This is an optimization exercise on Yosys and OpenROAD, whose aim is small area and a short achievable clock period, not a production implementation. In this exercise RTL edits were held to simulation tests only and were not proved equivalent to the original.

==> v3: inputs <==
// FPU_Main
module FPU_Main (
    input clk,
    input [31:0] A,
    input [31:0] B,
    input [1:0] S,
    output [31:0] O
);
    localparam [1:0] OP_ADD = 2'd0, OP_SQRT = 2'd1, OP_MUL = 2'd2, OP_DIV = 2'd3;
    localparam [31:0] C_GUESS_M = 32'h3ff0f0f1;   
    localparam [31:0] C_GUESS_A = 32'h4034b4b5;   
    localparam [31:0] C_TWO     = 32'h40000000;
    localparam [31:0] C_X0      = 32'h3f5a827a;   
    localparam [31:0] C_R0      = 32'h3f95f61a;   
    localparam [31:0] C_SQ2     = 32'h3fb504f3;
    reg [31:0] A_r, B_r, t;         
    reg [22:0] y;
    reg        ye0;
    reg [1:0]  S_r;
    reg [4:0]  step;
    reg [1:0]  chg;                 
    reg        nn;                  
    reg [4:0]  sa;                  
    reg        sv;                  
    assign O = t;
    wire sq = (S_r == OP_SQRT);
    wire restart = |chg;
    wire       pos = (A_r[30:23] >= 8'd127);
    wire       sq_rem = ~A_r[23];
    wire [8:0] dab = {1'b0, A_r[30:23]} - {1'b0, B_r[30:23]};
  ...
==> flow/config.mk <==
export PLATFORM = sky130hd
export DESIGN_NAME = FPU_Main
export DESIGN_NICKNAME = FPU_Main
export VERILOG_FILES = /design/flow/design.v
export SDC_FILE = /design/flow/constraint.sdc
export NUM_CORES = 8
export LEC_CHECK = 0
export ABC_AREA = 1
export CAP_MARGIN = 20
export CORE_MARGIN = 2
export CORE_UTILIZATION = 40
export SLEW_MARGIN = 20
export SYNTH_HIERARCHICAL = 1
export SYNTH_MINIMUM_KEEP_SIZE = 0
==> flow/constraint.sdc <==
create_clock -name core_clock -period 25.0 [get_ports {clk}]
set_input_delay 5.0000 -clock core_clock [delete_from_list [all_inputs] [get_ports {clk}]]
set_output_delay 5.0000 -clock core_clock [all_outputs]
set_load 0.01 [all_outputs]
standard.sh (not shown) runs the stock make flow with config.mk's settings and CLKGATE_MAP_FILE= SYNTH_SCRIPT=/design/flow/synth_recipe.tcl, a recipe that flattens the netlist after the stock synthesis.
==> flow/flow/run.sh <==
#!/bin/bash
set -euo pipefail
bash standard.sh synth > synth.log 2>&1
bash standard.sh SETUP_SLACK_MARGIN=17.4 "BUFFER_PORTS_ARGS=-buffer_cell sky130_fd_sc_hd__buf_1" finish > layout.log 2>&1
==> v21 (differences from v3) <==
--- a/flow/design.v
+++ b/flow/design.v
@@ -3444,13 +3444,23 @@
     integer k;
     always @* begin
         lz = 5'd24;
         for (k = 0; k < 23; k = k + 1)
             if (t[k]) lz = 5'd23 - k[4:0];
     end
-    wire [4:0] nstep = restart ? 5'd0 : (step == 5'd31) ? 5'd31 : step + 5'd1;
+    reg  [4:0] nstep;
+    always @* begin
+        if (restart)
+            nstep = 5'd0;
+        else if (step == 5'd31)
+            nstep = 5'd31;
+        else if (step != 5'd31)
+            nstep = step + 5'd1;
+        else
+            nstep = 5'd0;            
+    end
     localparam [4:0] O_NONE = 5'd0,
         O_DP_C1 = 5'd1,    
         O_C2_T  = 5'd2,    
         O_DP_Y  = 5'd3,    
         O_TWO_T = 5'd4,    
         O_DPT_C1 = 5'd5,   
@@ -3469,60 +3479,60 @@
         O_NRM   = 5'd18,   
         O_IDT   = 5'd19;   
     reg [4:0] op;
     always @* begin
         op = O_IDT;
         case ({S_r, nstep})
-            {2'd3, 5'd0}: op = O_DP_C1;
-            {2'd3, 5'd1}: op = O_C2_T;
-            {2'd3, 5'd2}: op = O_DP_Y;
-            {2'd3, 5'd3}: op = O_TWO_T;
-            {2'd3, 5'd4}: op = O_T_Y_T;
-            {2'd3, 5'd5}: op = O_DP_Y;
-            {2'd3, 5'd6}: op = O_TWO_T;
-            {2'd3, 5'd7}: op = O_T_Y_T;
-            {2'd3, 5'd8}: op = O_DP_Y;
-            {2'd3, 5'd9}: op = O_TWO_T;
-            {2'd3, 5'd10}: op = O_T_Y_T;
-            {2'd3, 5'd11}: op = O_RC_N;
-            {2'd3, 5'd12}: op = O_FIX;
-            {2'd1, 5'd0}: op = O_R0_AP;
-            {2'd1, 5'd1}: op = O_X0_T;
-            {2'd1, 5'd2}: op = O_DPT_C1;
-            {2'd1, 5'd3}: op = O_C2_T;
-            {2'd1, 5'd4}: op = O_DP_Y;
-            {2'd1, 5'd5}: op = O_TWO_T;
-            {2'd1, 5'd6}: op = O_T_Y_T;
-            {2'd1, 5'd7}: op = O_DP_Y;
-            {2'd1, 5'd8}: op = O_TWO_T;
-            {2'd1, 5'd9}: op = O_T_Y_T;
-            {2'd1, 5'd10}: op = O_DP_Y;
-            {2'd1, 5'd11}: op = O_TWO_T;
-            {2'd1, 5'd12}: op = O_T_Y_T;
-            {2'd1, 5'd13}: op = O_RC_N;
-            {2'd1, 5'd15}: op = O_DPT_C1;
-            {2'd1, 5'd16}: op = O_C2_T;
-            {2'd1, 5'd17}: op = O_DP_Y;
-            {2'd1, 5'd18}: op = O_TWO_T;
-            {2'd1, 5'd19}: op = O_T_Y_T;
-            {2'd1, 5'd20}: op = O_DP_Y;
-            {2'd1, 5'd21}: op = O_TWO_T;
-            {2'd1, 5'd22}: op = O_T_Y_T;
-            {2'd1, 5'd23}: op = O_DP_Y;
-            {2'd1, 5'd24}: op = O_TWO_T;
-            {2'd1, 5'd25}: op = O_T_Y_T;
-            {2'd1, 5'd26}: op = O_RC_N;
-            {2'd1, 5'd14}: op = O_X_T;
-            {2'd1, 5'd27}: op = O_X_T;
-            {2'd1, 5'd28}: op = O_X_C3E;
-            {2'd1, 5'd29}: op = sq_rem ? O_T_C3 : O_IDT;
-            {2'd0, 5'd0}: op = O_ALN;
-            {2'd0, 5'd1}: op = O_ADD;
-            {2'd0, 5'd2}: op = O_SHN;
-            {2'd0, 5'd3}: op = nn ? O_NRM : O_IDT;
-            {2'd2, 5'd0}: op = O_B_A;
+            {2'd3, 5'd1}: op = O_DP_C1;
+            {2'd3, 5'd2}: op = O_C2_T;
+            {2'd3, 5'd3}: op = O_DP_Y;
+            {2'd3, 5'd4}: op = O_TWO_T;
+            {2'd3, 5'd5}: op = O_T_Y_T;
+            {2'd3, 5'd6}: op = O_DP_Y;
+            {2'd3, 5'd7}: op = O_TWO_T;
+            {2'd3, 5'd8}: op = O_T_Y_T;
+            {2'd3, 5'd9}: op = O_DP_Y;
+            {2'd3, 5'd10}: op = O_TWO_T;
+            {2'd3, 5'd11}: op = O_T_Y_T;
+            {2'd3, 5'd12}: op = O_RC_N;
+            {2'd3, 5'd13}: op = O_FIX;
+            {2'd1, 5'd1}: op = O_R0_AP;
+            {2'd1, 5'd2}: op = O_X0_T;
+            {2'd1, 5'd3}: op = O_DPT_C1;
+            {2'd1, 5'd4}: op = O_C2_T;
+            {2'd1, 5'd5}: op = O_DP_Y;
+            {2'd1, 5'd6}: op = O_TWO_T;
+            {2'd1, 5'd7}: op = O_T_Y_T;
+            {2'd1, 5'd8}: op = O_DP_Y;
+            {2'd1, 5'd9}: op = O_TWO_T;
+            {2'd1, 5'd10}: op = O_T_Y_T;
+            {2'd1, 5'd11}: op = O_DP_Y;
+            {2'd1, 5'd12}: op = O_TWO_T;
+            {2'd1, 5'd13}: op = O_T_Y_T;
+            {2'd1, 5'd14}: op = O_RC_N;
+            {2'd1, 5'd16}: op = O_DPT_C1;
+            {2'd1, 5'd17}: op = O_C2_T;
+            {2'd1, 5'd18}: op = O_DP_Y;
+            {2'd1, 5'd19}: op = O_TWO_T;
+            {2'd1, 5'd20}: op = O_T_Y_T;
+            {2'd1, 5'd21}: op = O_DP_Y;
+            {2'd1, 5'd22}: op = O_TWO_T;
+            {2'd1, 5'd23}: op = O_T_Y_T;
+            {2'd1, 5'd24}: op = O_DP_Y;
+            {2'd1, 5'd25}: op = O_TWO_T;
+            {2'd1, 5'd26}: op = O_T_Y_T;
+            {2'd1, 5'd27}: op = O_RC_N;
+            {2'd1, 5'd15}: op = O_X_T;
+            {2'd1, 5'd28}: op = O_X_T;
+            {2'd1, 5'd29}: op = O_X_C3E;
+            {2'd1, 5'd30}: op = sq_rem ? O_T_C3 : O_IDT;
+            {2'd0, 5'd1}: op = O_ALN;
+            {2'd0, 5'd2}: op = O_ADD;
+            {2'd0, 5'd3}: op = O_SHN;
+            {2'd0, 5'd4}: op = nn ? O_NRM : O_IDT;
+            {2'd2, 5'd1}: op = O_B_A;
             default: ;
         endcase
     end
     wire n_x_br = (op == O_X_T) || (op == O_B_A) ||
                   ((op == O_ALN) && abig) || ((op == O_ADD) && !abig);
     wire n_x_ar = ((op == O_ALN) && !abig) || ((op == O_ADD) && abig);
==> v13 (differences from v3) <==
--- a/flow/design.v
+++ b/flow/design.v
@@ -3465,66 +3465,57 @@
         O_FIX   = 5'd14,   
         O_ALN   = 5'd15,   
         O_ADD   = 5'd16,   
         O_SHN   = 5'd17,   
         O_NRM   = 5'd18,   
         O_IDT   = 5'd19;   
+    reg [3:0] j;
+    reg       inner;
     reg [4:0] op;
     always @* begin
+        inner = 1'b0; j = 4'd0;
+        if (S_r == OP_DIV) begin
+            inner = (nstep < 5'd12); j = nstep[3:0];
+        end else if (nstep >= 5'd2 && nstep < 5'd14) begin
+            inner = 1'b1; j = nstep[3:0] - 4'd2;
+        end else if (nstep >= 5'd15 && nstep < 5'd27) begin
+            inner = 1'b1; j = nstep[3:0] - 4'd15;
+        end
         op = O_IDT;
-        case ({S_r, nstep})
-            {2'd3, 5'd0}: op = O_DP_C1;
-            {2'd3, 5'd1}: op = O_C2_T;
-            {2'd3, 5'd2}: op = O_DP_Y;
-            {2'd3, 5'd3}: op = O_TWO_T;
-            {2'd3, 5'd4}: op = O_T_Y_T;
-            {2'd3, 5'd5}: op = O_DP_Y;
-            {2'd3, 5'd6}: op = O_TWO_T;
-            {2'd3, 5'd7}: op = O_T_Y_T;
-            {2'd3, 5'd8}: op = O_DP_Y;
-            {2'd3, 5'd9}: op = O_TWO_T;
-            {2'd3, 5'd10}: op = O_T_Y_T;
-            {2'd3, 5'd11}: op = O_RC_N;
-            {2'd3, 5'd12}: op = O_FIX;
-            {2'd1, 5'd0}: op = O_R0_AP;
-            {2'd1, 5'd1}: op = O_X0_T;
-            {2'd1, 5'd2}: op = O_DPT_C1;
-            {2'd1, 5'd3}: op = O_C2_T;
-            {2'd1, 5'd4}: op = O_DP_Y;
-            {2'd1, 5'd5}: op = O_TWO_T;
-            {2'd1, 5'd6}: op = O_T_Y_T;
-            {2'd1, 5'd7}: op = O_DP_Y;
-            {2'd1, 5'd8}: op = O_TWO_T;
-            {2'd1, 5'd9}: op = O_T_Y_T;
-            {2'd1, 5'd10}: op = O_DP_Y;
-            {2'd1, 5'd11}: op = O_TWO_T;
-            {2'd1, 5'd12}: op = O_T_Y_T;
-            {2'd1, 5'd13}: op = O_RC_N;
-            {2'd1, 5'd15}: op = O_DPT_C1;
-            {2'd1, 5'd16}: op = O_C2_T;
-            {2'd1, 5'd17}: op = O_DP_Y;
-            {2'd1, 5'd18}: op = O_TWO_T;
-            {2'd1, 5'd19}: op = O_T_Y_T;
-            {2'd1, 5'd20}: op = O_DP_Y;
-            {2'd1, 5'd21}: op = O_TWO_T;
-            {2'd1, 5'd22}: op = O_T_Y_T;
-            {2'd1, 5'd23}: op = O_DP_Y;
-            {2'd1, 5'd24}: op = O_TWO_T;
-            {2'd1, 5'd25}: op = O_T_Y_T;
-            {2'd1, 5'd26}: op = O_RC_N;
-            {2'd1, 5'd14}: op = O_X_T;
-            {2'd1, 5'd27}: op = O_X_T;
-            {2'd1, 5'd28}: op = O_X_C3E;
-            {2'd1, 5'd29}: op = sq_rem ? O_T_C3 : O_IDT;
-            {2'd0, 5'd0}: op = O_ALN;
-            {2'd0, 5'd1}: op = O_ADD;
-            {2'd0, 5'd2}: op = O_SHN;
-            {2'd0, 5'd3}: op = nn ? O_NRM : O_IDT;
-            {2'd2, 5'd0}: op = O_B_A;
-            default: ;
-        endcase
+        if ((S_r == OP_DIV || S_r == OP_SQRT) && inner) begin
+            case (j)
+                4'd0: op = sq ? O_DPT_C1 : O_DP_C1;
+                4'd1: op = O_C2_T;
+                4'd2, 4'd5, 4'd8: op = O_DP_Y;
+                4'd3, 4'd6, 4'd9: op = O_TWO_T;
+                4'd4, 4'd7, 4'd10: op = O_T_Y_T;
+                4'd11: op = O_RC_N;
+                default: ;
+            endcase
+        end else if (S_r == OP_SQRT) begin
+            case (nstep)
+                5'd0: op = O_R0_AP;
+                5'd1: op = O_X0_T;
+                5'd14, 5'd27: op = O_X_T;
+                5'd28: op = O_X_C3E;
+                5'd29: op = sq_rem ? O_T_C3 : O_IDT;
+                default: ;
+            endcase
+        end else if (S_r == OP_DIV) begin
+            if (nstep == 5'd12) op = O_FIX;
+        end else if (S_r == OP_ADD) begin
+            case (nstep)
+                5'd0: op = O_ALN;
+                5'd1: op = O_ADD;
+                5'd2: op = O_SHN;
+                5'd3: op = nn ? O_NRM : O_IDT;
+                default: ;
+            endcase
+        end else begin
+            if (nstep == 5'd0) op = O_B_A;
+        end
     end
     wire n_x_br = (op == O_X_T) || (op == O_B_A) ||
                   ((op == O_ALN) && abig) || ((op == O_ADD) && !abig);
     wire n_x_ar = ((op == O_ALN) && !abig) || ((op == O_ADD) && abig);
     wire n_x_dp = (op == O_DP_C1) || (op == O_DP_Y);
     wire n_x_t  = (op == O_T_Y_T) || (op == O_T_C3) || (op == O_IDT) || (op == O_X_C3E) || (op == O_FIX);
==> results.txt <==
v3 produced a clean layout. v21 completed with no timing, DRC or antenna violations. v13 went through all stages and came out clean. The highest design area belongs to v13, the lowest to v21. First-iteration DRC count: v21 < v13 < v3. The lowest global-route usage belongs to v3, the highest to v13.

static timing again, ports no longer ideal:
In the flow no input, the clock included, has a driving cell. The finished layouts below were timed again as built, in two steps. Step 1, drivers: a clkbuf_16 drives clk and a buf_2 each remaining input, both assumed. Step 2 adds t to the input delays and takes it off the output delays; t is the mean of the earliest and latest rising clock arrival at the registers after step 1. Input paths then give back, and output paths get back, about the clock's delay inside the block. Slacks: ideal / step 1 / step 2; pairs: ideal / step 1.
| run | shift t [ns] | setup WS [ns] | clock arrival spread, ns | worst slew at a driven data input, ns |
|---|---|---|---|---|
| v3 | 0.499 | 17.518 / 17.518 / 17.518 | 0.013 / 0.014 | 0.05 |
| v21 | 0.496 | 17.580 / 17.580 / 17.580 | 0.016 / 0.016 | 0.04 |
| v13 | 0.491 | 17.655 / 17.655 / 17.655 | 0.014 / 0.014 | 0.07 |
After both steps setup and hold are still met in every run listed.
